This is an optimization exercise on Yosys and OpenROAD, whose aim is small area and a short achievable clock period, not a production implementation. In this exercise RTL edits were held to simulation tests only and were not proved equivalent to the original.

$ cat flow/config.mk
export PLATFORM = sky130hd
export DESIGN_NAME = top_fsm
export DESIGN_NICKNAME = top_fsm
export VERILOG_FILES = /design/flow/design.v
export SDC_FILE = /design/flow/constraint.sdc
export NUM_CORES = 4
export LEC_CHECK = 0
export ABC_AREA = 1
export CAP_MARGIN = 20
export CORE_MARGIN = 2
export CORE_UTILIZATION = 72
export CTS_CLUSTER_DIAMETER = 80
export CTS_CLUSTER_SIZE = 25
export SLEW_MARGIN = 20
$ cat flow/flow/run.sh
#!/bin/bash
# The standard layout (standard.sh), with these changes in how it is
# made, not in what it is held to:
# - synthesis leaves adders as plain gates for ABC (no full/half-adder cell
#   extraction) and maps the logic with flow/abc_area.script, an
#   area-oriented ABC script; registers are mapped before ABC, so they are as
#   in the standard synthesis; the rest of the flow uses ORFS's own scripts;
# - the ports are buffered with a plain buffer instead of ORFS's default
#   pick, a delay cell (every port still gets its own buffer);
# - ORFS's timing repair aims for 69.6 ns of setup slack at the design's
#   90 ns clock, so that it speeds up the paths that set the achieved period.
set -euo pipefail
export BUFFER_PORTS_ARGS="-buffer_cell sky130_fd_sc_hd__buf_2"
export SETUP_SLACK_MARGIN=69.6
rm -rf synth_scripts
cp -r "$FLOW_HOME/scripts" synth_scripts
cp flow/abc_area.script synth_scripts/abc_area.script
ADDER_MAP_FILE= SCRIPTS_DIR="$PWD/synth_scripts" bash standard.sh synth > synth.log 2>&1
bash standard.sh > standard.log 2>&1
$ cat flow/standard.sh
#!/bin/bash
# synth_recipe.tcl (not shown) runs the flow's synth.tcl, then flattens the netlist and writes it again
# the make line also repeats each setting of config.mk as NAME=value (left out here)
make -C /OpenROAD-flow-scripts/flow DESIGN_CONFIG=/design/flow/config.mk WORK_HOME=/design/flow/orfs CLKGATE_MAP_FILE= SYNTH_SCRIPT=/design/flow/synth_recipe.tcl "${@:-finish}"
$ cat flow/design.v
module display_comb(
	input wire [3:0] digit,
	output reg [7:0] segCode
);
always @(*) begin
	case (digit)
		4'h0: segCode = 8'b11000000;
		4'h1: segCode = 8'b11111001;
		4'h2: segCode = 8'b10100100;
		4'h3: segCode = 8'b10110000;
		4'h4: segCode = 8'b10011001;
		4'h5: segCode = 8'b10010010;
		4'h6: segCode = 8'b10000010;
		4'h7: segCode = 8'b11111000;
		4'h8: segCode = 8'b10000000;
		4'h9: segCode = 8'b10010000;
		default: segCode = 8'b11111111;
	endcase
end
endmodule
module scoreConverter(
	input wire [13:0] score,
	output wire [3:0] ones,
	output wire [3:0] tens,
	output wire [3:0] hundreds,
	output wire [3:0] thousands
);
function [3:0] add3;
	input [3:0] d;
	case (d)
		4'd5: add3 = 4'd8;
		4'd6: add3 = 4'd9;
		4'd7: add3 = 4'd10;
		4'd8: add3 = 4'd11;
		4'd9: add3 = 4'd12;
		4'd10: add3 = 4'd13;
		4'd11: add3 = 4'd14;
		4'd12: add3 = 4'd15;
		4'd13: add3 = 4'd0;
		4'd14: add3 = 4'd1;
		4'd15: add3 = 4'd2;
		default: add3 = d;
	endcase
endfunction
reg [17:0] bcd;
integer i;
always @(*) begin
	bcd = 18'd0;
	for (i = 13; i >= 0; i = i - 1) begin
		bcd[3:0] = add3(bcd[3:0]);
		bcd[7:4] = add3(bcd[7:4]);
		bcd[11:8] = add3(bcd[11:8]);
		bcd[15:12] = add3(bcd[15:12]);
		bcd = {bcd[16:0], score[i]};
	end
end
assign ones = bcd[3:0];
assign tens = bcd[7:4];
assign hundreds = bcd[11:8];
reg [3:0] th10;
always @(*) begin
	case (bcd[15:12])
		4'd0: th10 = 4'd10;
		4'd1: th10 = 4'd11;
		4'd2: th10 = 4'd12;
		4'd3: th10 = 4'd13;
		4'd4: th10 = 4'd14;
		4'd5: th10 = 4'd15;
		4'd6: th10 = 4'd0;
		4'd7: th10 = 4'd1;
		4'd8: th10 = 4'd2;
		default: th10 = 4'd3;
	endcase
end
assign thousands = bcd[16] ? th10 : bcd[15:12];
endmodule
module vga640x480(
	input wire clk,
	input wire reset,
	output wire [3:0] pcol,
	output wire [3:0] prow,
	input wire pMouse,
	input wire pCat,
	input wire pGoal,
	input wire GameOver,
	output reg hsync,
	output reg vsync,
	output wire [2:0] red,
	output wire [2:0] green,
	output wire [1:0] blue
);
reg [4:0] hcol;
reg [5:0] hsub;
reg [3:0] vrow;
reg [5:0] vsub;
function [15:0] map_row;
	input [3:0] r;
	case (r)
		4'd0:  map_row = 16'b1111111111111111;
		4'd1:  map_row = 16'b1000000110000011;
		4'd2:  map_row = 16'b1100110000110001;
		4'd3:  map_row = 16'b1001100000011101;
		4'd4:  map_row = 16'b1000001011000001;
		4'd5:  map_row = 16'b1010100000010101;
		4'd6:  map_row = 16'b1000101001010001;
		4'd7:  map_row = 16'b1010100000010101;
		4'd8:  map_row = 16'b1000001101000001;
		4'd9:  map_row = 16'b1011100000011101;
		4'd10: map_row = 16'b1000100000110001;
		4'd11: map_row = 16'b1100000110000011;
		default: map_row = 16'b1111111111111111;
	endcase
endfunction
function [5:0] inc6;
	input [5:0] a;
	inc6 = a ^ {&a[4:0], &a[3:0], &a[2:0], &a[1:0], a[0], 1'b1};
endfunction
wire hsub_end = (hsub == 6'd39);
wire line_end = (hcol == 5'd16) & (hsub == 6'd15);    
wire vsub_end = (vsub == 6'd39);
wire frame_end = (vrow == 4'd13);                       
wire [5:0] nhsub = hsub_end ? 6'd0 : inc6(hsub);
wire [4:0] nhcol = ~hsub_end ? hcol : (hcol == 5'd19) ? 5'd0 : hcol ^ {&hcol[3:0], &hcol[2:0], &hcol[1:0], hcol[0], 1'b1};
wire [5:0] nvsub = ~line_end ? vsub : (frame_end | vsub_end) ? 6'd0 : inc6(vsub);
wire [3:0] nvrow = ~line_end ? vrow : frame_end ? 4'd0 : vsub_end ? vrow ^ {&vrow[2:0], &vrow[1:0], vrow[0], 1'b1} : vrow;
wire nhsync = ~(((nhcol == 5'd16) & (nhsub[5] | nhsub[4])) | (nhcol == 5'd17) |
                ((nhcol == 5'd18) & ~nhsub[5]));
wire nvsync = ~((nvrow == 4'd0) & (nvsub[5:1] == 5'd0));
wire nvsub_ge31 = nvsub[5] | (&nvsub[4:0]);
wire nvact = ~((nvrow == 4'd0) & ~nvsub_ge31) & ~((nvrow == 4'd12) & nvsub_ge31) & (nvrow != 4'd13);
wire nhact = ~nhcol[4];
wire [3:0] ncol = nhcol[3:0];
assign pcol = ncol;
assign prow = nvrow;
wire [15:0] nmrow = map_row(nvrow);
wire nwallpix = nmrow[ncol];
reg r, g, b;
always @(*) begin
	r = 1'b0;
	g = 1'b0;
	b = 1'b0;
	if (nvact & nhact) begin
		if (pMouse) begin
			g = 1'b1;
		end else if (pCat) begin
			r = 1'b1;
		end else if (pGoal) begin
			r = 1'b1;
			g = 1'b1;
		end else if (!nwallpix) begin
			r = 1'b1;
			g = ~GameOver;
			b = ~GameOver;
		end else begin
			b = 1'b1;
		end
	end
end
reg red1, green1, blue1;
always @(posedge clk or posedge reset) begin
	if (reset) begin
		hcol <= 5'd16;
		hsub <= 6'd16;
		vrow <= 4'd0;
		vsub <= 6'd0;
		hsync <= 1'b0;
		vsync <= 1'b0;
		red1 <= 1'b0;
		green1 <= 1'b0;
		blue1 <= 1'b0;
	end else begin
		hcol <= nhcol;
		hsub <= nhsub;
		vrow <= nvrow;
		vsub <= nvsub;
		hsync <= nhsync;
		vsync <= nvsync;
		red1 <= r;
		green1 <= g;
		blue1 <= b;
	end
end
assign red = {3{red1}};
assign green = {3{green1}};
assign blue = {2{blue1}};
endmodule
module step_slots(
	input wire clk,
	input wire reset,
	input wire [5:0] cc,
	output wire mslot,
	output wire cslot,
	output reg [3:0] r15,
	output reg [3:0] r12,
	output wire rwall
);
reg [6:0] b2;
reg [1:0] d3_0;
reg [1:0] d3_1;
reg [1:0] d3_2;
reg [1:0] d3_3;
reg [2:0] d5_0;
reg [2:0] d5_1;
reg [2:0] d5_2;
reg [2:0] d7_0;
reg [2:0] d7_1;
reg [3:0] d11_0;
reg [3:0] d11_1;
reg [3:0] q13;
wire q13_fb = ~(q13[3] ^ q13[2]) ^ (~q13[2] & q13[1] & ~q13[0]);
reg [4:0] q17;
wire q17_fb = ~(q17[4] ^ q17[0]) ^ (~q17[4] & ~q17[3] & q17[2] & q17[1]);
reg [4:0] q19;
wire q19_fb = ~(q19[4] ^ q19[1]) ^ (~q19[4] & ~q19[2] & ~q19[1] & q19[0]);
reg [4:0] q23;
wire q23_fb = ~(q23[4] ^ q23[2]) ^ (~q23[4] & q23[3] & q23[2] & ~q23[0]);
reg [4:0] q29;
wire q29_fb = ~(q29[4] ^ q29[2]) ^ (~q29[3] & q29[2] & ~q29[1] & q29[0]);
reg [4:0] q31;
wire q31_fb = ~(q31[4] ^ q31[2]);
reg [5:0] q37;
wire q37_fb = ~(q37[5] ^ q37[4]) ^ (~q37[3] & ~q37[2] & ~q37[1] & ~q37[0]);
reg [5:0] q41;
wire q41_fb = ~(q41[5] ^ q41[4]) ^ (q41[4] & q41[3] & ~q41[2] & ~q41[0]);
reg [5:0] q43;
wire q43_fb = ~(q43[5] ^ q43[0]) ^ (~q43[5] & q43[4] & q43[3] & q43[2] & ~q43[1]);
reg [5:0] q47;
wire q47_fb = ~(q47[5] ^ q47[4]) ^ (~q47[4] & ~q47[3] & q47[2] & ~q47[0]);
reg [5:0] q53;
wire q53_fb = ~(q53[5] ^ q53[0]) ^ (q53[4] & ~q53[3] & q53[2] & q53[1] & q53[0]);
reg [5:0] q59;
wire q59_fb = ~(q59[5] ^ q59[0]) ^ (~q59[4] & ~q59[3] & q59[2] & ~q59[1] & ~q59[0]);
reg [5:0] q61;
wire q61_fb = ~(q61[5] ^ q61[0]) ^ (~q61[4] & q61[3] & ~q61[2] & q61[1] & ~q61[0]);
reg [6:0] q67;
wire q67_fb = ~(q67[6] ^ q67[5]) ^ (q67[6] & q67[5] & ~q67[2] & q67[0]);
reg [6:0] q71;
wire q71_fb = ~(q71[6] ^ q71[4]) ^ (q71[6] & ~q71[5] & ~q71[4] & ~q71[3] & q71[2] & q71[1]);
reg [6:0] q73;
wire q73_fb = ~(q73[6] ^ q73[1]) ^ (~q73[6] & q73[4] & ~q73[3] & q73[2] & q73[0]);
reg [6:0] q79;
wire q79_fb = ~(q79[6] ^ q79[3]) ^ (~q79[6] & q79[5] & q79[4] & q79[3] & q79[1] & ~q79[0]);
reg [6:0] q83;
wire q83_fb = ~(q83[6] ^ q83[3]) ^ (q83[5] & ~q83[3] & q83[2] & q83[1]);
reg [6:0] q89;
wire q89_fb = ~(q89[6] ^ q89[5]) ^ (~q89[5] & q89[4] & ~q89[2] & ~q89[1] & q89[0]);
reg [6:0] q97;
wire q97_fb = ~(q97[6] ^ q97[3]) ^ (q97[6] & q97[5] & q97[4] & q97[2] & q97[1]);
reg [6:0] q101;
wire q101_fb = ~(q101[6] ^ q101[2]) ^ (~q101[4] & ~q101[3] & ~q101[2] & ~q101[1] & ~q101[0]);
reg [6:0] q103;
wire q103_fb = ~(q103[6] ^ q103[0]) ^ (~q103[6] & q103[5] & q103[4] & q103[3] & ~q103[2] & q103[1]);
reg [6:0] q107;
wire q107_fb = ~(q107[6] ^ q107[0]) ^ (q107[5] & ~q107[4] & ~q107[3] & ~q107[2] & q107[1] & q107[0]);
reg [6:0] q109;
wire q109_fb = ~(q109[6] ^ q109[2]) ^ (q109[5] & ~q109[4] & q109[3] & ~q109[2] & ~q109[1] & q109[0]);
reg [6:0] q113;
wire q113_fb = ~(q113[6] ^ q113[0]) ^ (q113[5] & q113[4] & q113[3] & q113[2] & ~q113[0]);
reg [6:0] q127;
wire q127_fb = ~(q127[6] ^ q127[2]);
function [1:0] next3;
	input [1:0] d;
	case (d)
		2'd0: next3 = 2'd1;
		2'd1: next3 = 2'd2;
		2'd2: next3 = 2'd0;
		default: next3 = 2'd0;
	endcase
endfunction
function [2:0] next5;
	input [2:0] d;
	case (d)
		3'd0: next5 = 3'd1;
		3'd1: next5 = 3'd2;
		3'd2: next5 = 3'd3;
		3'd3: next5 = 3'd4;
		3'd4: next5 = 3'd0;
		default: next5 = 3'd0;
	endcase
endfunction
function [2:0] next7;
	input [2:0] d;
	case (d)
		3'd0: next7 = 3'd1;
		3'd1: next7 = 3'd2;
		3'd2: next7 = 3'd3;
		3'd3: next7 = 3'd4;
		3'd4: next7 = 3'd5;
		3'd5: next7 = 3'd6;
		3'd6: next7 = 3'd0;
		default: next7 = 3'd0;
	endcase
endfunction
function [3:0] next11;
	input [3:0] d;
	case (d)
		4'd0: next11 = 4'd1;
		4'd1: next11 = 4'd2;
		4'd2: next11 = 4'd3;
		4'd3: next11 = 4'd4;
		4'd4: next11 = 4'd5;
		4'd5: next11 = 4'd6;
		4'd6: next11 = 4'd7;
		4'd7: next11 = 4'd8;
		4'd8: next11 = 4'd9;
		4'd9: next11 = 4'd10;
		4'd10: next11 = 4'd0;
		default: next11 = 4'd0;
	endcase
endfunction
wire wrap = (b2 == 7'd127) & (d3_0 == 2'd1) & (d3_1 == 2'd2) & (d3_2 == 2'd1) & (d3_3 == 2'd0) & (d5_0 == 3'd1) & (d5_1 == 3'd3) & (d5_2 == 3'd3) & (d7_0 == 3'd0) & (d7_1 == 3'd4) & (d11_0 == 4'd7) & (d11_1 == 4'd10) & (q13 == 4'd1);
always @(posedge clk or posedge reset) begin
	if (reset) begin
		b2 <= 7'd0;
		d3_0 <= 2'd0;
		d3_1 <= 2'd0;
		d3_2 <= 2'd0;
		d3_3 <= 2'd0;
		d5_0 <= 3'd0;
		d5_1 <= 3'd0;
		d5_2 <= 3'd0;
		d7_0 <= 3'd0;
		d7_1 <= 3'd0;
		d11_0 <= 4'd0;
		d11_1 <= 4'd0;
		q13 <= 4'd2;
		q17 <= 5'd0;
		q19 <= 5'd9;
		q23 <= 5'd12;
		q29 <= 5'd5;
		q31 <= 5'd0;
		q37 <= 6'd16;
		q41 <= 6'd58;
		q43 <= 6'd8;
		q47 <= 6'd22;
		q53 <= 6'd23;
		q59 <= 6'd36;
		q61 <= 6'd33;
		q67 <= 7'd0;
		q71 <= 7'd71;
		q73 <= 7'd23;
		q79 <= 7'd58;
		q83 <= 7'd38;
		q89 <= 7'd0;
		q97 <= 7'd0;
		q101 <= 7'd49;
		q103 <= 7'd59;
		q107 <= 7'd99;
		q109 <= 7'd105;
		q113 <= 7'd60;
		q127 <= 7'd16;
	end else begin
		b2 <= b2 ^ {&b2[5:0], &b2[4:0], &b2[3:0], &b2[2:0], &b2[1:0], b2[0], 1'b1};
		d3_0 <= next3(d3_0) ^ ({2{wrap}} & 2'd2);
		d3_1 <= (((d3_0 == 2'd2)) ? next3(d3_1) : d3_1) ^ ({2{wrap}} & 2'd2);
		d3_2 <= (((d3_0 == 2'd2) & (d3_1 == 2'd2)) ? next3(d3_2) : d3_2) ^ ({2{wrap}} & 2'd1);
		d3_3 <= (((d3_0 == 2'd2) & (d3_1 == 2'd2) & (d3_2 == 2'd2)) ? next3(d3_3) : d3_3);
		d5_0 <= next5(d5_0) ^ ({3{wrap}} & 3'd2);
		d5_1 <= (((d5_0 == 3'd4)) ? next5(d5_1) : d5_1) ^ ({3{wrap}} & 3'd3);
		d5_2 <= (((d5_0 == 3'd4) & (d5_1 == 3'd4)) ? next5(d5_2) : d5_2) ^ ({3{wrap}} & 3'd3);
		d7_0 <= next7(d7_0) ^ ({3{wrap}} & 3'd1);
		d7_1 <= (((d7_0 == 3'd6)) ? next7(d7_1) : d7_1) ^ ({3{wrap}} & 3'd4);
		d11_0 <= next11(d11_0) ^ ({4{wrap}} & 4'd8);
		d11_1 <= (((d11_0 == 4'd10)) ? next11(d11_1) : d11_1) ^ ({4{wrap}} & 4'd10);
		q13 <= {q13[2:0], q13_fb} ^ ({4{wrap}} & 4'd1);
		q17 <= {q17[3:0], q17_fb} ^ ({5{wrap}} & 5'd2);
		q19 <= {q19[3:0], q19_fb} ^ ({5{wrap}} & 5'd28);
		q23 <= {q23[3:0], q23_fb} ^ ({5{wrap}} & 5'd21);
		q29 <= {q29[3:0], q29_fb} ^ ({5{wrap}} & 5'd10);
		q31 <= {q31[3:0], q31_fb} ^ ({5{wrap}} & 5'd4);
		q37 <= {q37[4:0], q37_fb} ^ ({6{wrap}} & 6'd38);
		q41 <= {q41[4:0], q41_fb} ^ ({6{wrap}} & 6'd21);
		q43 <= {q43[4:0], q43_fb} ^ ({6{wrap}} & 6'd2);
		q47 <= {q47[4:0], q47_fb} ^ ({6{wrap}} & 6'd8);
		q53 <= {q53[4:0], q53_fb} ^ ({6{wrap}} & 6'd1);
		q59 <= {q59[4:0], q59_fb} ^ ({6{wrap}} & 6'd20);
		q61 <= {q61[4:0], q61_fb} ^ ({6{wrap}} & 6'd2);
		q67 <= {q67[5:0], q67_fb} ^ ({7{wrap}} & 7'd64);
		q71 <= {q71[5:0], q71_fb} ^ ({7{wrap}} & 7'd10);
		q73 <= {q73[5:0], q73_fb} ^ ({7{wrap}} & 7'd36);
		q79 <= {q79[5:0], q79_fb} ^ ({7{wrap}} & 7'd3);
		q83 <= {q83[5:0], q83_fb} ^ ({7{wrap}} & 7'd68);
		q89 <= {q89[5:0], q89_fb} ^ ({7{wrap}} & 7'd1);
		q97 <= {q97[5:0], q97_fb} ^ ({7{wrap}} & 7'd80);
		q101 <= {q101[5:0], q101_fb} ^ ({7{wrap}} & 7'd8);
		q103 <= {q103[5:0], q103_fb} ^ ({7{wrap}} & 7'd8);
		q107 <= {q107[5:0], q107_fb} ^ ({7{wrap}} & 7'd5);
		q109 <= {q109[5:0], q109_fb} ^ ({7{wrap}} & 7'd20);
		q113 <= {q113[5:0], q113_fb} ^ ({7{wrap}} & 7'd8);
		q127 <= {q127[5:0], q127_fb} ^ ({7{wrap}} & 7'd4);
	end
end
assign mslot = (~((cc == 6'd1) | (cc == 6'd3) | (cc == 6'd5) | (cc == 6'd7) | (cc == 6'd9) | (cc == 6'd11) | (cc == 6'd13) | (cc == 6'd15) | (cc == 6'd17) | (cc == 6'd19) | (cc == 6'd21) | (cc == 6'd23) | (cc == 6'd25) | (cc == 6'd27) | (cc == 6'd29) | (cc == 6'd31) | (cc == 6'd33) | (cc == 6'd35) | (cc == 6'd37) | (cc == 6'd39) | (cc == 6'd41) | (cc == 6'd43) | (cc == 6'd45) | (cc == 6'd47) | (cc == 6'd49) | (cc == 6'd51) | (cc == 6'd53) | (cc == 6'd55) | (cc == 6'd57) | (cc == 6'd59) | (cc == 6'd61) | (cc == 6'd63)) | (b2[0:0] == 1'd0)) &
	(~((cc == 6'd3) | (cc == 6'd7) | (cc == 6'd11) | (cc == 6'd15) | (cc == 6'd19) | (cc == 6'd23) | (cc == 6'd27) | (cc == 6'd31) | (cc == 6'd35) | (cc == 6'd39) | (cc == 6'd43) | (cc == 6'd47) | (cc == 6'd51) | (cc == 6'd55) | (cc == 6'd59) | (cc == 6'd63)) | (b2[1:0] == 2'd0)) &
	(~((cc == 6'd7) | (cc == 6'd15) | (cc == 6'd23) | (cc == 6'd31) | (cc == 6'd39) | (cc == 6'd47) | (cc == 6'd55) | (cc == 6'd63)) | (b2[2:0] == 3'd0)) &
	(~((cc == 6'd15) | (cc == 6'd31) | (cc == 6'd47) | (cc == 6'd63)) | (b2[3:0] == 4'd0)) &
	(~((cc == 6'd31) | (cc == 6'd63)) | (b2[4:0] == 5'd0)) &
	(~((cc == 6'd63)) | (b2[5:0] == 6'd0)) &
	(~((cc == 6'd63)) | (b2[6:0] == 7'd0)) &
	(~((cc == 6'd1) | (cc == 6'd4) | (cc == 6'd7) | (cc == 6'd10) | (cc == 6'd13) | (cc == 6'd16) | (cc == 6'd19) | (cc == 6'd22) | (cc == 6'd25) | (cc == 6'd28) | (cc == 6'd31) | (cc == 6'd34) | (cc == 6'd37) | (cc == 6'd40) | (cc == 6'd43) | (cc == 6'd46) | (cc == 6'd49) | (cc == 6'd52) | (cc == 6'd55) | (cc == 6'd58) | (cc == 6'd61)) | ((d3_0 == 2'd0))) &
	(~((cc == 6'd7) | (cc == 6'd16) | (cc == 6'd25) | (cc == 6'd34) | (cc == 6'd43) | (cc == 6'd52) | (cc == 6'd61)) | ((d3_0 == 2'd0) & (d3_1 == 2'd0))) &
	(~((cc == 6'd16) | (cc == 6'd43)) | ((d3_0 == 2'd0) & (d3_1 == 2'd0) & (d3_2 == 2'd0))) &
	(~((cc == 6'd16)) | ((d3_0 == 2'd0) & (d3_1 == 2'd0) & (d3_2 == 2'd0) & (d3_3 == 2'd0))) &
	(~((cc == 6'd0) | (cc == 6'd5) | (cc == 6'd10) | (cc == 6'd15) | (cc == 6'd20) | (cc == 6'd25) | (cc == 6'd30) | (cc == 6'd35) | (cc == 6'd40) | (cc == 6'd45) | (cc == 6'd50) | (cc == 6'd55) | (cc == 6'd60)) | ((d5_0 == 3'd0))) &
	(~((cc == 6'd10) | (cc == 6'd35) | (cc == 6'd60)) | ((d5_0 == 3'd0) & (d5_1 == 3'd0))) &
	(~((cc == 6'd60)) | ((d5_0 == 3'd0) & (d5_1 == 3'd0) & (d5_2 == 3'd0))) &
	(~((cc == 6'd5) | (cc == 6'd12) | (cc == 6'd19) | (cc == 6'd26) | (cc == 6'd33) | (cc == 6'd40) | (cc == 6'd47) | (cc == 6'd54) | (cc == 6'd61)) | ((d7_0 == 3'd0))) &
	(~((cc == 6'd33)) | ((d7_0 == 3'd0) & (d7_1 == 3'd0))) &
	(~((cc == 6'd1) | (cc == 6'd12) | (cc == 6'd23) | (cc == 6'd34) | (cc == 6'd45) | (cc == 6'd56)) | ((d11_0 == 4'd0))) &
	(~((cc == 6'd56)) | ((d11_0 == 4'd0) & (d11_1 == 4'd0))) &
	(~((cc == 6'd0) | (cc == 6'd13) | (cc == 6'd26) | (cc == 6'd39) | (cc == 6'd52)) | (~q13[2] & q13[1] & ~q13[0])) &
	(~((cc == 6'd3) | (cc == 6'd20) | (cc == 6'd37) | (cc == 6'd54)) | (~q17[4] & ~q17[3] & ~q17[1] & ~q17[0])) &
	(~((cc == 6'd11) | (cc == 6'd30) | (cc == 6'd49)) | (~q19[4] & ~q19[2] & ~q19[1] & q19[0])) &
	(~((cc == 6'd4) | (cc == 6'd27) | (cc == 6'd50)) | (~q23[4] & q23[3] & q23[2] & ~q23[0])) &
	(~((cc == 6'd22) | (cc == 6'd51)) | (~q29[3] & q29[2] & ~q29[1] & q29[0])) &
	(~((cc == 6'd28) | (cc == 6'd59)) | (~q31[4] & ~q31[3] & ~q31[2] & ~q31[1] & ~q31[0])) &
	(~((cc == 6'd9) | (cc == 6'd46)) | (~q37[3] & ~q37[2] & ~q37[1] & ~q37[0])) &
	(~((cc == 6'd17) | (cc == 6'd58)) | (q41[4] & q41[3] & ~q41[2] & ~q41[0])) &
	(~((cc == 6'd21)) | (~q43[4] & q43[3] & ~q43[2] & ~q43[1] & ~q43[0])) &
	(~((cc == 6'd29)) | (~q47[5] & q47[4] & ~q47[3] & q47[1] & ~q47[0])) &
	(~((cc == 6'd41)) | (q53[4] & ~q53[3] & q53[2] & q53[1] & q53[0])) &
	(~((cc == 6'd53)) | (~q59[4] & ~q59[3] & q59[2] & ~q59[1] & ~q59[0])) &
	(~((cc == 6'd57)) | (q61[5] & ~q61[4] & ~q61[3] & ~q61[2] & ~q61[1] & q61[0])) &
	(~((cc == 6'd2)) | (~q67[6] & ~q67[5] & ~q67[4] & ~q67[3] & ~q67[2] & ~q67[0])) &
	(~((cc == 6'd6)) | (q71[6] & ~q71[5] & ~q71[4] & ~q71[3] & q71[2] & q71[1])) &
	(~((cc == 6'd8)) | (~q73[6] & q73[4] & ~q73[3] & q73[2] & q73[0])) &
	(~((cc == 6'd14)) | (~q79[6] & q79[5] & q79[4] & q79[3] & q79[1] & ~q79[0])) &
	(~((cc == 6'd18)) | (q83[5] & ~q83[3] & q83[2] & q83[1])) &
	(~((cc == 6'd24)) | (~q89[6] & ~q89[5] & ~q89[4] & ~q89[1] & ~q89[0])) &
	(~((cc == 6'd32)) | (~q97[6] & ~q97[5] & ~q97[4] & ~q97[3] & ~q97[2] & ~q97[1] & ~q97[0])) &
	(~((cc == 6'd36)) | (q101[5] & q101[4] & ~q101[3] & ~q101[2] & ~q101[1] & q101[0])) &
	(~((cc == 6'd38)) | (~q103[6] & q103[5] & q103[4] & q103[3] & ~q103[2] & q103[1])) &
	(~((cc == 6'd42)) | (q107[5] & ~q107[4] & ~q107[3] & ~q107[2] & q107[1] & q107[0])) &
	(~((cc == 6'd44)) | (q109[5] & ~q109[4] & q109[3] & ~q109[2] & ~q109[1] & q109[0])) &
	(~((cc == 6'd48)) | (q113[5] & q113[4] & q113[3] & q113[2] & ~q113[0])) &
	(~((cc == 6'd62)) | (~q127[6] & ~q127[5] & q127[4] & ~q127[3] & ~q127[2] & ~q127[1] & ~q127[0]));
assign cslot = (~((cc == 6'd1) | (cc == 6'd3) | (cc == 6'd5) | (cc == 6'd7) | (cc == 6'd9) | (cc == 6'd11) | (cc == 6'd13) | (cc == 6'd15) | (cc == 6'd17) | (cc == 6'd19) | (cc == 6'd21) | (cc == 6'd23) | (cc == 6'd25) | (cc == 6'd27) | (cc == 6'd29) | (cc == 6'd31) | (cc == 6'd33) | (cc == 6'd35) | (cc == 6'd37) | (cc == 6'd39) | (cc == 6'd41) | (cc == 6'd43) | (cc == 6'd45) | (cc == 6'd47) | (cc == 6'd49) | (cc == 6'd51) | (cc == 6'd53) | (cc == 6'd55) | (cc == 6'd57) | (cc == 6'd59) | (cc == 6'd61) | (cc == 6'd63)) | (b2[0:0] == 1'd0)) &
	(~((cc == 6'd1) | (cc == 6'd5) | (cc == 6'd9) | (cc == 6'd13) | (cc == 6'd17) | (cc == 6'd21) | (cc == 6'd25) | (cc == 6'd29) | (cc == 6'd33) | (cc == 6'd37) | (cc == 6'd41) | (cc == 6'd45) | (cc == 6'd49) | (cc == 6'd53) | (cc == 6'd57) | (cc == 6'd61)) | (b2[1:0] == 2'd0)) &
	(~((cc == 6'd1) | (cc == 6'd9) | (cc == 6'd17) | (cc == 6'd25) | (cc == 6'd33) | (cc == 6'd41) | (cc == 6'd49) | (cc == 6'd57)) | (b2[2:0] == 3'd0)) &
	(~((cc == 6'd1) | (cc == 6'd17) | (cc == 6'd33) | (cc == 6'd49)) | (b2[3:0] == 4'd0)) &
	(~((cc == 6'd1) | (cc == 6'd33)) | (b2[4:0] == 5'd0)) &
	(~((cc == 6'd1)) | (b2[5:0] == 6'd0)) &
	(~((cc == 6'd2) | (cc == 6'd5) | (cc == 6'd8) | (cc == 6'd11) | (cc == 6'd14) | (cc == 6'd17) | (cc == 6'd20) | (cc == 6'd23) | (cc == 6'd26) | (cc == 6'd29) | (cc == 6'd32) | (cc == 6'd35) | (cc == 6'd38) | (cc == 6'd41) | (cc == 6'd44) | (cc == 6'd47) | (cc == 6'd50) | (cc == 6'd53) | (cc == 6'd56) | (cc == 6'd59) | (cc == 6'd62)) | ((d3_0 == 2'd0))) &
	(~((cc == 6'd2) | (cc == 6'd11) | (cc == 6'd20) | (cc == 6'd29) | (cc == 6'd38) | (cc == 6'd47) | (cc == 6'd56)) | ((d3_0 == 2'd0) & (d3_1 == 2'd0))) &
	(~((cc == 6'd11) | (cc == 6'd38)) | ((d3_0 == 2'd0) & (d3_1 == 2'd0) & (d3_2 == 2'd0))) &
	(~((cc == 6'd0) | (cc == 6'd5) | (cc == 6'd10) | (cc == 6'd15) | (cc == 6'd20) | (cc == 6'd25) | (cc == 6'd30) | (cc == 6'd35) | (cc == 6'd40) | (cc == 6'd45) | (cc == 6'd50) | (cc == 6'd55) | (cc == 6'd60)) | ((d5_0 == 3'd0))) &
	(~((cc == 6'd15) | (cc == 6'd40)) | ((d5_0 == 3'd0) & (d5_1 == 3'd0))) &
	(~((cc == 6'd2) | (cc == 6'd9) | (cc == 6'd16) | (cc == 6'd23) | (cc == 6'd30) | (cc == 6'd37) | (cc == 6'd44) | (cc == 6'd51) | (cc == 6'd58)) | ((d7_0 == 3'd0))) &
	(~((cc == 6'd16)) | ((d7_0 == 3'd0) & (d7_1 == 3'd0))) &
	(~((cc == 6'd10) | (cc == 6'd21) | (cc == 6'd32) | (cc == 6'd43) | (cc == 6'd54)) | ((d11_0 == 4'd0))) &
	(~((cc == 6'd0) | (cc == 6'd13) | (cc == 6'd26) | (cc == 6'd39) | (cc == 6'd52)) | (~q13[2] & q13[1] & ~q13[0])) &
	(~((cc == 6'd14) | (cc == 6'd31) | (cc == 6'd48)) | (~q17[4] & ~q17[3] & ~q17[1] & ~q17[0])) &
	(~((cc == 6'd8) | (cc == 6'd27) | (cc == 6'd46)) | (~q19[4] & ~q19[2] & ~q19[1] & q19[0])) &
	(~((cc == 6'd19) | (cc == 6'd42)) | (~q23[4] & q23[3] & q23[2] & ~q23[0])) &
	(~((cc == 6'd7) | (cc == 6'd36)) | (~q29[3] & q29[2] & ~q29[1] & q29[0])) &
	(~((cc == 6'd3) | (cc == 6'd34)) | (~q31[4] & ~q31[3] & ~q31[2] & ~q31[1] & ~q31[0])) &
	(~((cc == 6'd28)) | (~q37[3] & ~q37[2] & ~q37[1] & ~q37[0])) &
	(~((cc == 6'd24)) | (q41[4] & q41[3] & ~q41[2] & ~q41[0])) &
	(~((cc == 6'd22)) | (~q43[4] & q43[3] & ~q43[2] & ~q43[1] & ~q43[0])) &
	(~((cc == 6'd18)) | (~q47[5] & q47[4] & ~q47[3] & q47[1] & ~q47[0])) &
	(~((cc == 6'd12)) | (q53[4] & ~q53[3] & q53[2] & q53[1] & q53[0])) &
	(~((cc == 6'd6)) | (~q59[4] & ~q59[3] & q59[2] & ~q59[1] & ~q59[0])) &
	(~((cc == 6'd4)) | (q61[5] & ~q61[4] & ~q61[3] & ~q61[2] & ~q61[1] & q61[0]));
always @(*) begin
	case ({d3_0, d5_0})
		{2'd0, 3'd0}: r15 = 4'd0;
		{2'd0, 3'd1}: r15 = 4'd6;
		{2'd0, 3'd2}: r15 = 4'd12;
		{2'd0, 3'd3}: r15 = 4'd3;
		{2'd0, 3'd4}: r15 = 4'd9;
		{2'd1, 3'd0}: r15 = 4'd10;
		{2'd1, 3'd1}: r15 = 4'd1;
		{2'd1, 3'd2}: r15 = 4'd7;
		{2'd1, 3'd3}: r15 = 4'd13;
		{2'd1, 3'd4}: r15 = 4'd4;
		{2'd2, 3'd0}: r15 = 4'd5;
		{2'd2, 3'd1}: r15 = 4'd11;
		{2'd2, 3'd2}: r15 = 4'd2;
		{2'd2, 3'd3}: r15 = 4'd8;
		{2'd2, 3'd4}: r15 = 4'd14;
		default: r15 = 4'd0;
	endcase
	case ({d3_0, b2[1:0]})
		{2'd0, 2'd0}: r12 = 4'd0;
		{2'd0, 2'd1}: r12 = 4'd9;
		{2'd0, 2'd2}: r12 = 4'd6;
		{2'd0, 2'd3}: r12 = 4'd3;
		{2'd1, 2'd0}: r12 = 4'd4;
		{2'd1, 2'd1}: r12 = 4'd1;
		{2'd1, 2'd2}: r12 = 4'd10;
		{2'd1, 2'd3}: r12 = 4'd7;
		{2'd2, 2'd0}: r12 = 4'd8;
		{2'd2, 2'd1}: r12 = 4'd5;
		{2'd2, 2'd2}: r12 = 4'd2;
		{2'd2, 2'd3}: r12 = 4'd11;
		default: r12 = 4'd0;
	endcase
end
wallr rwalls(.d3(d3_0), .d5(d5_0), .b4(b2[1:0]), .w(rwall));
endmodule
module walls4(
	input wire [3:0] x,
	input wire [3:0] y,
	output wire wU,
	output wire wR,
	output wire wD,
	output wire wL
);
assign wU = ~((x[0] & ~x[1] & ~x[3] & y[2]) | (~x[0] & x[3] & y[0] & y[2]) | (~x[0] & x[1] & x[3] & ~y[0]) | (x[0] & ~x[3] & ~y[1] & y[3]) | (~x[1] & x[3] & y[0] & y[1] & ~y[2]) | (x[1] & ~x[3] & y[0] & y[1] & ~y[2]) | (x[0] & ~x[3] & y[1] & y[2]) | (~x[0] & x[1] & x[3] & y[3]) | (~x[1] & ~x[2] & y[1] & y[3]) | (~x[0] & x[2] & ~y[0] & y[1] & ~y[3]) | (~x[1] & ~x[2] & ~y[0] & y[2]) | (x[1] & x[2] & y[1] & y[3]) | (x[1] & ~x[2] & ~y[0] & ~y[2] & ~y[3]) | (x[0] & x[3] & ~y[0] & ~y[2] & ~y[3]) | (~x[2] & ~x[3] & y[0] & y[1]) | (~x[2] & ~x[3] & y[0] & y[2]) | (x[0] & x[2] & ~y[0] & ~y[1] & ~y[3]) | (~x[0] & x[2] & x[3] & ~y[1] & y[3]));
assign wR = ~((~x[0] & ~x[1] & ~y[2]) | (x[0] & x[2] & ~x[3] & y[0]) | (x[0] & x[3] & ~y[1]) | (~x[0] & ~x[3] & ~y[0]) | (~x[1] & ~x[2] & x[3] & y[0]) | (~x[1] & ~x[2] & ~x[3] & ~y[0]) | (~x[2] & y[0] & y[1] & y[3]) | (x[1] & ~x[2] & ~y[0] & ~y[1]) | (x[1] & x[2] & ~x[3] & y[1] & ~y[3]) | (~x[2] & ~y[1] & ~y[2] & ~y[3]) | (~x[1] & x[2] & x[3] & ~y[0] & y[2]) | (x[0] & x[3] & ~y[0] & y[3]) | (~x[0] & ~x[3] & y[2]) | (x[0] & x[1] & x[2] & y[1]) | (~x[0] & ~x[3] & ~y[1] & y[3]) | (x[0] & x[2] & y[0] & ~y[3]));
assign wD = (y[0] & y[1] & y[3]) | (x[0] & x[3] & y[2]) | (~x[0] & ~x[3] & y[2]) | (x[1] & x[3] & ~y[1] & ~y[2] & ~y[3]) | (~x[1] & x[2] & ~x[3] & y[0] & ~y[1] & ~y[2]) | (x[0] & x[3] & ~y[0] & ~y[1]) | (~x[0] & ~x[3] & ~y[0] & ~y[1]) | (x[1] & ~x[2] & ~y[0] & ~y[2] & ~y[3]) | (x[1] & ~x[3] & y[0] & y[1] & ~y[2]) | (~x[1] & ~x[3] & y[1] & y[3]) | (x[0] & x[1] & x[2] & y[1] & y[3]) | (~x[0] & ~x[1] & x[2] & ~y[1] & y[3]) | (x[1] & x[2] & x[3] & y[1] & y[3]) | (~x[0] & ~x[1] & ~x[2] & y[1] & y[3]) | (x[0] & ~x[2] & x[3] & y[0] & y[1]) | (x[1] & ~x[2] & ~x[3] & ~y[1] & y[3]) | (~x[1] & ~x[2] & x[3] & y[0] & y[1] & y[2]) | (~x[0] & x[2] & x[3] & ~y[0] & ~y[2] & ~y[3]);
assign wL = ~((x[1] & ~x[2] & ~x[3] & ~y[0]) | (~x[0] & ~x[2] & x[3] & y[0]) | (x[1] & x[2] & ~x[3] & y[0]) | (x[0] & x[3] & ~y[0]) | (~x[1] & x[2] & ~y[0] & ~y[1]) | (x[2] & ~y[1] & ~y[2] & ~y[3]) | (x[0] & x[1] & ~x[2] & ~y[2]) | (x[2] & y[0] & y[1] & y[3]) | (x[1] & x[2] & x[3] & ~y[0]) | (~x[1] & ~x[2] & x[3] & y[1] & ~y[3]) | (x[0] & x[1] & y[1] & ~y[2]) | (x[1] & x[3] & y[1] & ~y[2]) | (x[0] & x[3] & y[2]) | (~x[1] & x[3] & ~y[1] & y[3]) | (~x[0] & ~x[1] & ~x[2] & y[3]));
endmodule
module wallr(
	input wire [1:0] d3,
	input wire [2:0] d5,
	input wire [1:0] b4,
	output wire w
);
assign w = (~d3[0] & ~d3[1] & ~d5[1] & ~b4[0]) | (~d3[1] & ~d5[0] & d5[1] & ~b4[1]) | (d5[0] & d5[1] & b4[0] & b4[1]) | (d3[1] & ~d5[1] & ~b4[0] & b4[1]) | (~d3[0] & ~d3[1] & ~d5[0] & ~d5[2] & b4[0]) | (d3[0] & d5[2] & b4[1]) | (~d3[0] & ~d3[1] & d5[1] & ~b4[1]) | (d3[1] & d5[2] & b4[1]) | (~d5[0] & d5[1] & b4[0] & ~b4[1]) | (d3[0] & d5[0] & ~d5[1] & b4[0] & ~b4[1]) | (d3[1] & d5[0] & d5[1] & ~b4[0] & ~b4[1]) | (d3[1] & d5[0] & ~d5[1] & b4[0] & ~b4[1]);
endmodule
module Location(
	input wire rightBtn,
	input wire leftBtn,
	input wire upBtn,
	input wire downBtn,
	input wire crightBtn,
	input wire cleftBtn,
	input wire cupBtn,
	input wire cdownBtn,
	input wire clock,
	input wire reset,
	output wire [3:0] CatX,
	output wire [3:0] CatY,
	output wire [3:0] MouseX,
	output wire [3:0] MouseY,
	output wire [3:0] GoalX,
	output wire [3:0] GoalY,
	output wire [13:0] Score,
	output wire GameOver,
	input wire [3:0] pcol,
	input wire [3:0] prow,
	output wire pMouse,
	output wire pCat,
	output wire pGoal,
	output wire nGameOver
);
reg [3:0] mx, my, cx, cy, gx, gy;
reg [13:0] sc;
reg go;
reg [5:0] cc;
wire mslot, cslot;
wire [3:0] r15, r12;
wire rwall;
step_slots steps(
	.clk(clock),
	.reset(reset),
	.cc(cc),
	.mslot(mslot),
	.cslot(cslot),
	.r15(r15),
	.r12(r12),
	.rwall(rwall)
);
function [3:0] inc4;
	input [3:0] a;
	inc4 = a ^ {&a[2:0], &a[1:0], a[0], 1'b1};
endfunction
function [3:0] dec4;
	input [3:0] a;
	dec4 = a ^ {~|a[2:0], ~|a[1:0], ~a[0], 1'b1};
endfunction
function [13:0] add14;
	input [13:0] a;
	input [13:0] b;
	integer i;
	reg c;
	begin
		c = 1'b0;
		for (i = 0; i < 14; i = i + 1) begin
			add14[i] = a[i] ^ b[i] ^ c;
			c = (a[i] & b[i]) | (c & (a[i] ^ b[i]));
		end
	end
endfunction
function [13:0] dec14;
	input [13:0] a;
	integer i;
	reg b;
	begin
		b = 1'b1;
		for (i = 0; i < 14; i = i + 1) begin
			dec14[i] = a[i] ^ b;
			b = b & ~a[i];
		end
	end
endfunction
function [13:0] bonus;
	input [3:0] x;
	input [3:0] y;
	bonus = add14(add14(14'd50, {10'd0, x}), {10'd0, y});
endfunction
wire mact = mslot & ~go;
wire [3:0] myU = dec4(my), myD = inc4(my), mxR = inc4(mx), mxL = dec4(mx);
wire mwU, mwR, mwD, mwL;
walls4 mwalls(.x(mx), .y(my), .wU(mwU), .wR(mwR), .wD(mwD), .wL(mwL));
wire mokU = ~mwU, mokR = ~mwR, mokD = ~mwD, mokL = ~mwL;
wire mbtn = upBtn | rightBtn | downBtn | leftBtn;
wire mgoU = mact & upBtn & mokU;
wire mgoR = mact & ~upBtn & rightBtn & mokR;
wire mgoD = mact & ~upBtn & ~rightBtn & downBtn & mokD;
wire mgoL = mact & ~upBtn & ~rightBtn & ~downBtn & leftBtn & mokL;
wire mstx = ~(mgoR | mgoL);
wire msty = ~(mgoU | mgoD);
wire [3:0] mxn = mgoR ? mxR : (mgoL ? mxL : mx);
wire [3:0] myn = mgoU ? myU : (mgoD ? myD : my);
wire cact = cslot & ~go;
wire [3:0] cyU = dec4(cy), cyD = inc4(cy), cxR = inc4(cx), cxL = dec4(cx);
wire cwU, cwR, cwD, cwL;
walls4 cwalls(.x(cx), .y(cy), .wU(cwU), .wR(cwR), .wD(cwD), .wL(cwL));
wire cokU = ~cwU, cokR = ~cwR, cokD = ~cwD, cokL = ~cwL;
wire cgoU = cact & cupBtn & cokU;
wire cgoR = cact & ~cupBtn & crightBtn & cokR;
wire cgoD = cact & ~cupBtn & ~crightBtn & cdownBtn & cokD;
wire cgoL = cact & ~cupBtn & ~crightBtn & ~cdownBtn & cleftBtn & cokL;
wire cstx = ~(cgoR | cgoL);
wire csty = ~(cgoU | cgoD);
wire [3:0] cxn = cgoR ? cxR : (cgoL ? cxL : cx);
wire [3:0] cyn = cgoU ? cyU : (cgoD ? cyD : cy);
function [4:0] diff;
	input [3:0] a;
	input [3:0] b;
	integer i;
	reg c;
	begin
		c = 1'b1;
		for (i = 0; i < 4; i = i + 1) begin
			diff[i] = a[i] ^ ~b[i] ^ c;
			c = (a[i] & ~b[i]) | (c & (a[i] ^ ~b[i]));
		end
		diff[4] = ~c;
	end
endfunction
wire [4:0] dmcx = diff(mx, cx), dmcy = diff(my, cy);
wire eqx = (((mstx & cstx) | (mgoR & cgoR) | (mgoL & cgoL)) & (dmcx == 5'd0)) |
           (((mstx & cgoR) | (mgoL & cstx)) & (dmcx == 5'd1)) |
           (((mstx & cgoL) | (mgoR & cstx)) & (dmcx == 5'd31)) |
           (mgoL & cgoR & (dmcx == 5'd2)) | (mgoR & cgoL & (dmcx == 5'd30));
wire eqy = (((msty & csty) | (mgoD & cgoD) | (mgoU & cgoU)) & (dmcy == 5'd0)) |
           (((msty & cgoD) | (mgoU & csty)) & (dmcy == 5'd1)) |
           (((msty & cgoU) | (mgoD & csty)) & (dmcy == 5'd31)) |
           (mgoU & cgoD & (dmcy == 5'd2)) | (mgoD & cgoU & (dmcy == 5'd30));
wire caught = cact & eqx & eqy;
wire [4:0] dcgx = diff(cx, gx), dcgy = diff(cy, gy);
wire cg0x = (dcgx == 5'd0), cgpx = (dcgx == 5'd1), cgmx = (dcgx == 5'd31);
wire cg0y = (dcgy == 5'd0), cgpy = (dcgy == 5'd1), cgmy = (dcgy == 5'd31);
wire nearx = (cstx & (cg0x | cgpx | cgmx)) | (cgoR & (cg0x | cgmx | (dcgx == 5'd30))) |
             (cgoL & (cg0x | cgpx | (dcgx == 5'd2)));
wire neary = (csty & (cg0y | cgpy | cgmy)) | (cgoD & (cg0y | cgmy | (dcgy == 5'd30))) |
             (cgoU & (cg0y | cgpy | (dcgy == 5'd2)));
wire near = nearx & neary;
wire [4:0] dmgx = diff(mx, gx), dmgy = diff(my, gy), dmrx = diff(mx, r15), dmry = diff(my, r12);
wire eatgx = (mstx & (dmgx == 5'd0)) | (mgoR & (dmgx == 5'd31)) | (mgoL & (dmgx == 5'd1));
wire eatgy = (msty & (dmgy == 5'd0)) | (mgoD & (dmgy == 5'd31)) | (mgoU & (dmgy == 5'd1));
wire eatrx = (mstx & (dmrx == 5'd0)) | (mgoR & (dmrx == 5'd31)) | (mgoL & (dmrx == 5'd1));
wire eatry = (msty & (dmry == 5'd0)) | (mgoD & (dmry == 5'd31)) | (mgoU & (dmry == 5'd1));
wire eatg = eatgx & eatgy, eatr = eatrx & eatry;
wire eat = near ? eatr : eatg;
wire dec = mact & (|sc) & (mbtn | (sc == 14'd1));
wire [13:0] scm1 = dec14(sc);
wire [13:0] addg = add14(sc, bonus(gx, gy));
wire [13:0] addr = add14(sc, bonus(r15, r12));
wire [13:0] addg1 = dec14(addg);
wire [13:0] addr1 = dec14(addr);
wire [13:0] scd = dec ? scm1 : sc;
wire [13:0] sc2 = near ? (eatr ? (dec ? addr1 : addr) : scd) : (eatg ? (dec ? addg1 : addg) : scd);
reg gw;
wire gwall = gw;
wire gmove = near | eatg | gwall;
always @(posedge clock or posedge reset) begin
	if (reset) begin
		mx <= 4'd5;
		my <= 4'd3;
		cx <= 4'd9;
		cy <= 4'd11;
		gx <= 4'd14;
		gy <= 4'd10;
		sc <= 14'd0;
		go <= 1'b0;
		gw <= 1'b0;
		cc <= 6'd0;
	end else begin
		mx <= mxn;
		my <= myn;
		cx <= cxn;
		cy <= cyn;
		if (gmove) begin
			gx <= r15;
			gw <= rwall;
			gy <= r12;
		end
		sc <= sc2;
		go <= go | caught;
		if (eat) cc <= cc ^ {&cc[4:0], &cc[3:0], &cc[2:0], &cc[1:0], cc[0], 1'b1};
	end
end
assign CatX = cx;
assign CatY = cy;
assign MouseX = mx;
assign MouseY = my;
assign GoalX = gx;
assign GoalY = gy;
assign Score = sc;
assign GameOver = go;
wire [4:0] dpmx = diff(pcol, mx), dpmy = diff(prow, my), dpcx = diff(pcol, cx), dpcy = diff(prow, cy);
assign pMouse = ((mstx & (dpmx == 5'd0)) | (mgoR & (dpmx == 5'd1)) | (mgoL & (dpmx == 5'd31))) &
                ((msty & (dpmy == 5'd0)) | (mgoD & (dpmy == 5'd1)) | (mgoU & (dpmy == 5'd31)));
assign pCat = ((cstx & (dpcx == 5'd0)) | (cgoR & (dpcx == 5'd1)) | (cgoL & (dpcx == 5'd31))) &
              ((csty & (dpcy == 5'd0)) | (cgoD & (dpcy == 5'd1)) | (cgoU & (dpcy == 5'd31)));
assign pGoal = gmove ? ((pcol == r15) & (prow == r12)) : ((pcol == gx) & (prow == gy));
assign nGameOver = go | caught;
endmodule
module top_fsm(
	input clk,
	input reset,
	input rightBtn,
	input leftBtn,
	input upBtn,
	input downBtn,
	input crightBtn,
	input cleftBtn,
	input cupBtn,
	input cdownBtn,
	output reg [7:0] segCode,
	output wire [3:0] an,
	output wire [2:0] red,
	output wire [2:0] green,
	output wire [1:0] blue,
	output wire hsync,
	output wire vsync,
	output wire [3:0] catX,
	output wire [3:0] catY,
	output wire [3:0] mouseX,
	output wire [3:0] mouseY,
	output wire [3:0] goalX,
	output wire [3:0] goalY,
	output wire [13:0] score,
	output wire gameOver
);
wire [3:0] pcol, prow;
wire pMouse, pCat, pGoal, nGameOver;
Location locate(
	.rightBtn(rightBtn),
	.leftBtn(leftBtn),
	.upBtn(upBtn),
	.downBtn(downBtn),
	.crightBtn(crightBtn),
	.cleftBtn(cleftBtn),
	.cupBtn(cupBtn),
	.cdownBtn(cdownBtn),
	.clock(clk),
	.reset(reset),
	.CatX(catX),
	.CatY(catY),
	.MouseX(mouseX),
	.MouseY(mouseY),
	.GoalX(goalX),
	.GoalY(goalY),
	.Score(score),
	.GameOver(gameOver),
	.pcol(pcol),
	.prow(prow),
	.pMouse(pMouse),
	.pCat(pCat),
	.pGoal(pGoal),
	.nGameOver(nGameOver)
);
wire [3:0] ones, tens, hundreds, thousands;
scoreConverter converter(
	.score(score),
	.ones(ones),
	.tens(tens),
	.hundreds(hundreds),
	.thousands(thousands)
);
vga640x480 drawScreen(
	.clk(clk),
	.reset(reset),
	.pcol(pcol),
	.prow(prow),
	.pMouse(pMouse),
	.pCat(pCat),
	.pGoal(pGoal),
	.GameOver(nGameOver),
	.hsync(hsync),
	.vsync(vsync),
	.red(red),
	.green(green),
	.blue(blue)
);
reg [1:0] count;
always @(posedge clk or posedge reset) begin
	if (reset)
		count <= 2'b00;
	else
		count <= {count[1] ^ count[0], ~count[0]};
end
reg [3:0] digit;
always @(*) begin
	case (count)
		2'd0: digit = ones;
		2'd1: digit = tens;
		2'd2: digit = hundreds;
		default: digit = thousands;
	endcase
end
wire [7:0] seg;
display_comb decode(
	.digit(digit),
	.segCode(seg)
);
reg [1:0] shown;
always @(posedge clk) begin
	segCode <= seg;
	shown <= count;
end
assign an = (shown == 2'd0) ? 4'b1110 :
            (shown == 2'd1) ? 4'b1101 :
            (shown == 2'd2) ? 4'b1011 : 4'b0111;
endmodule
$ cat flow/constraint.sdc
create_clock -name core_clock -period 90.0 [get_ports {clk}]
set_input_delay 18.0000 -clock core_clock [delete_from_list [all_inputs] [get_ports {clk}]]
set_output_delay 18.0000 -clock core_clock [all_outputs]
set_load 0.01 [all_outputs]
$ cat flow/flow/abc_area.script
strash
dc2
strash
dch -f
amap
mfs2 -W 4 -M 5000
strash
dc2
strash
dch -f
amap
mfs2 -W 4 -M 5000
strash
dch -f
amap
topo
stime -c
==> metrics.yaml <==
status: "timing/DRC/antenna clean"
dr_total_vias: 18500
drive_gt1_share_pct: 10.6
via_per_inst: 6.75
h-tree-depth: 1
max-slew-margin-rel_pct: 28.9
synth_edf_count: 0
drt-met1-wl_mm: 18.9
syn-instance-count: 2289
portBuffers: 69
antenna_cells: 0
multi_input_area_um2: 9140
nets: 2413
crit_path_end_kind: "register"
setup.worst_path.start: "upBtn"
io_pins: 71
coreArea_um2: 23300
yosysTopAreaCellShare_pct: 29.2
hp-start: "locate.steps.q89[3]"
synthToLayoutAreaGrowth_pct: 10.9
yosysTopAreaCell: "dfrtp_1"
clk_latency_ns: 0.53
skew_ns: 0.0218
setup_viol: 0
worst_pin_slew_ns: 1.06
slew_violations: 0
grt_util_all_layers_pct: 40.6
root_buffer: "clkbuf_16"
gp_congestion: 1.05
start_kind: "primary input"
cp.required_ns: 90.46
cts_made_buffers: 17
ant_nets: 0
seq_area_frac_synth_pct: 42.1
clkTransAtPathRegs_ns: 0.10
async_flop_share_pct: 96.8
rows: 56
clock-sinks: 283
finalInstanceArea_um2: 18800
wirelength_mm: 51.4
synthTopCellsByArea: "dfrtp_1 29%, nor2_1 12%, dfstp_2 12%"
hold_class: "register to register"
cts_tree: "done"
setup_tns_ns: 0
grt_pass1_vias: 16900
yosys_warnings: 6
dr_wl_met2_mm: 23.9
crit_fanout: 8
timing_hold_violations_final: 0
die_y_um: 157
dieArea_um2: 24800
worst-setup-path-type: "primary input to register"
num-fill-cells: 1581
period_minus_slack_ns: 20.43
route.detailed.drc: 0
rsz0062_at_grt: "true"
wl_per_cell_um: 18.8
drv_cap: 0
grt_pass1_wl_mm: 81.0
grt-ovfl-total: 0
ys_ff_latch: 283
syn_nets: 2299
initial_core_util_pct: 72.8
avgSynthCellArea_um2: 7.40
antenna_found_initial: 0
highest_layer: "met4"
wl_met3_mm: 5.18
clockBufferDepth: 3
ys_types: 55
fmax_ghz: 0.0489
fin_crit_sh_pct: 22.7
placed_area_um2: 17800
syn-cell-area_um2: 16900
regArea_um2: 7130
place_hpwl_mm: 36.1
drt_iter0_drc: 2749
die_w_um: 157
drtPass1Iterations: 9
r2r_start: "locate.sc[11]"
r2r_slack_ns: 80.50
arrival_ns: 20.89
grt_max_degree: 188
layout_commonest_cell: "nor2_1"
mostFrequentLayoutCells: "522 x nor2_1, 234 x clkinv_1, 224 x nand2_1, 212 x o21ai_0, 198 x dfrtp_1"
hold_buffers: 0
ys.flop_type: "dfrtp_1"
-- state kept, by name, indices dropped and copies added, names as in the netlist, 7 cells and up --
signal / cells
locate.sc: 14
locate.steps.b2: 7
locate.steps.q101: 7
locate.steps.q103: 7
locate.steps.q107: 7
locate.steps.q109: 7
locate.steps.q113: 7
locate.steps.q127: 7
locate.steps.q67: 7
locate.steps.q71: 7
locate.steps.q73: 7
locate.steps.q79: 7
locate.steps.q83: 7
locate.steps.q89: 7
locate.steps.q97: 7
segCode: 7
-- cell usage after synthesis, drive strengths merged, types with 4 or more instances --
library cell,number
o41ai,9
dfstp,76
a21o,7
o2111ai,4
nand2,225
o21a,26
o22a,15
nand4b,4
dfxtp,9
nor4b,5
or3,12
nor2,534
nand3,32
a22oi,14
buf,9
a2111oi,12
a211oi,16
and3,11
o31ai,7
and2,12
o211ai,6
a221oi,9
a21oi,163
nor4,27
a31oi,40
o221ai,8
o21bai,5
dfrtp,198
clkinv,242
or2,14
o32ai,12
nor3,109
nand4,29
o21ai,218
or4,10
a32oi,5
o22ai,100
nor2b,22
a222oi,4
-- what timing repair did --
action | 4_1_cts | 5_1_grt
pin swaps | 10 | 12
endpoints found under the hold margin | 0 | 0
setup buffers | 14 | 11
endpoints found under the setup margin | 24 | 23
resized for setup | 13 | 47
-- routing by layer --
| layer | GRT usage, % | up-vias |
|---|---|---|
| met5 | 0 | - |
| met2 | 66.6 | 1284 |
| met3 | 7.27 | 332 |
| met4 | 25.2 | 0 |
| li1 | - | 8405 |
| met1 | 50.0 | 8429 |
-- per-stage QoR --
stage	utilization, %	hold WS, ns	cells	setup WS [ns]
final	80.8	0.344	2733	69.57
after global routing	80.8	0.348	2733	69.38
after CTS	79.6	0.347	2722	69.57
after detailed placement	76.5	0.338	2678	68.30
after global placement	76.4	0.333	2677	68.59
after floorplan	-	0.331	2289	69.36
-- logic make-up (layout without fill, tap and decap cells) --
logic type	after synthesis	after routing	share of synthesized area [%]
buffers and inverters	251	376	5.76
AND/OR/NAND/NOR	1053	1053	26.9
XOR/XNOR	3	3	0.155
other	1	1	0.0221
flip-flops	283	283	42.1
AO/OA/AOI/OAI	698	698	25.1
-- worst max-delay path, stage by stage --
cell and delay (ns):
buf_2 0.15, nor4b_4 0.51, clkinv_1 0.34, o41ai_2 0.51
o2111ai_2 0.38, nor2_4 0.28, clkinv_1 0.25, o22ai_1 0.27
nor2_1 0.08, a21oi_1 0.12
-- cell type report --
type / instances / area share (%)
Multi-Input combinational cell: 1755 / 48.6
Inverter: 242 / 4.95
Tap cell: 319 / 2.12
Clock inverter: 8 / 0.613
Timing Repair Buffer: 104 / 3.37
Clock buffer: 22 / 2.36
Sequential cell: 283 / 38.0
-- final timing paths --
| kind | end | cells after the start |
|---|---|---|
| hold / removal | locate.steps.q89[4] | 0 |
| setup reg to reg | segCode[4] | 52 |
| min in group asynchronous | drawScreen.hsub[3] | 2 |
| setup / recovery | locate.sc[0] | 10 |
| hold reg to reg | locate.steps.q89[4] | 0 |
| max in group asynchronous | locate.steps.q97[0] | 3 |

re-timing with driven ports:
In the flow no input, the clock included, has a driving cell. The finished layout below was timed again as built, in two steps. Step 1: set_driving_cell puts a clkbuf_16 on clk and a buf_2 on each other input, an assumption about the parent block. Step 2, shift: input delay + t, output delay - t, t = (earliest + latest rising clock arrival at the registers) / 2. This alone moves slack from input paths to output paths. Three values: no drivers, after step 1, after step 2; two values: the first two.
t, ns: 0.571
setup slack, ns: 69.568 / 69.577 / 69.006
worst setup path after step 2: input to register
worst slew at a driven data input, ns: 0.06
pins driven straight from the clock port: 1
After both steps setup and hold are still met in this run. For this run, drivers alone change the setup slack by +0.009 ns; drivers and shift together by -0.562 ns.
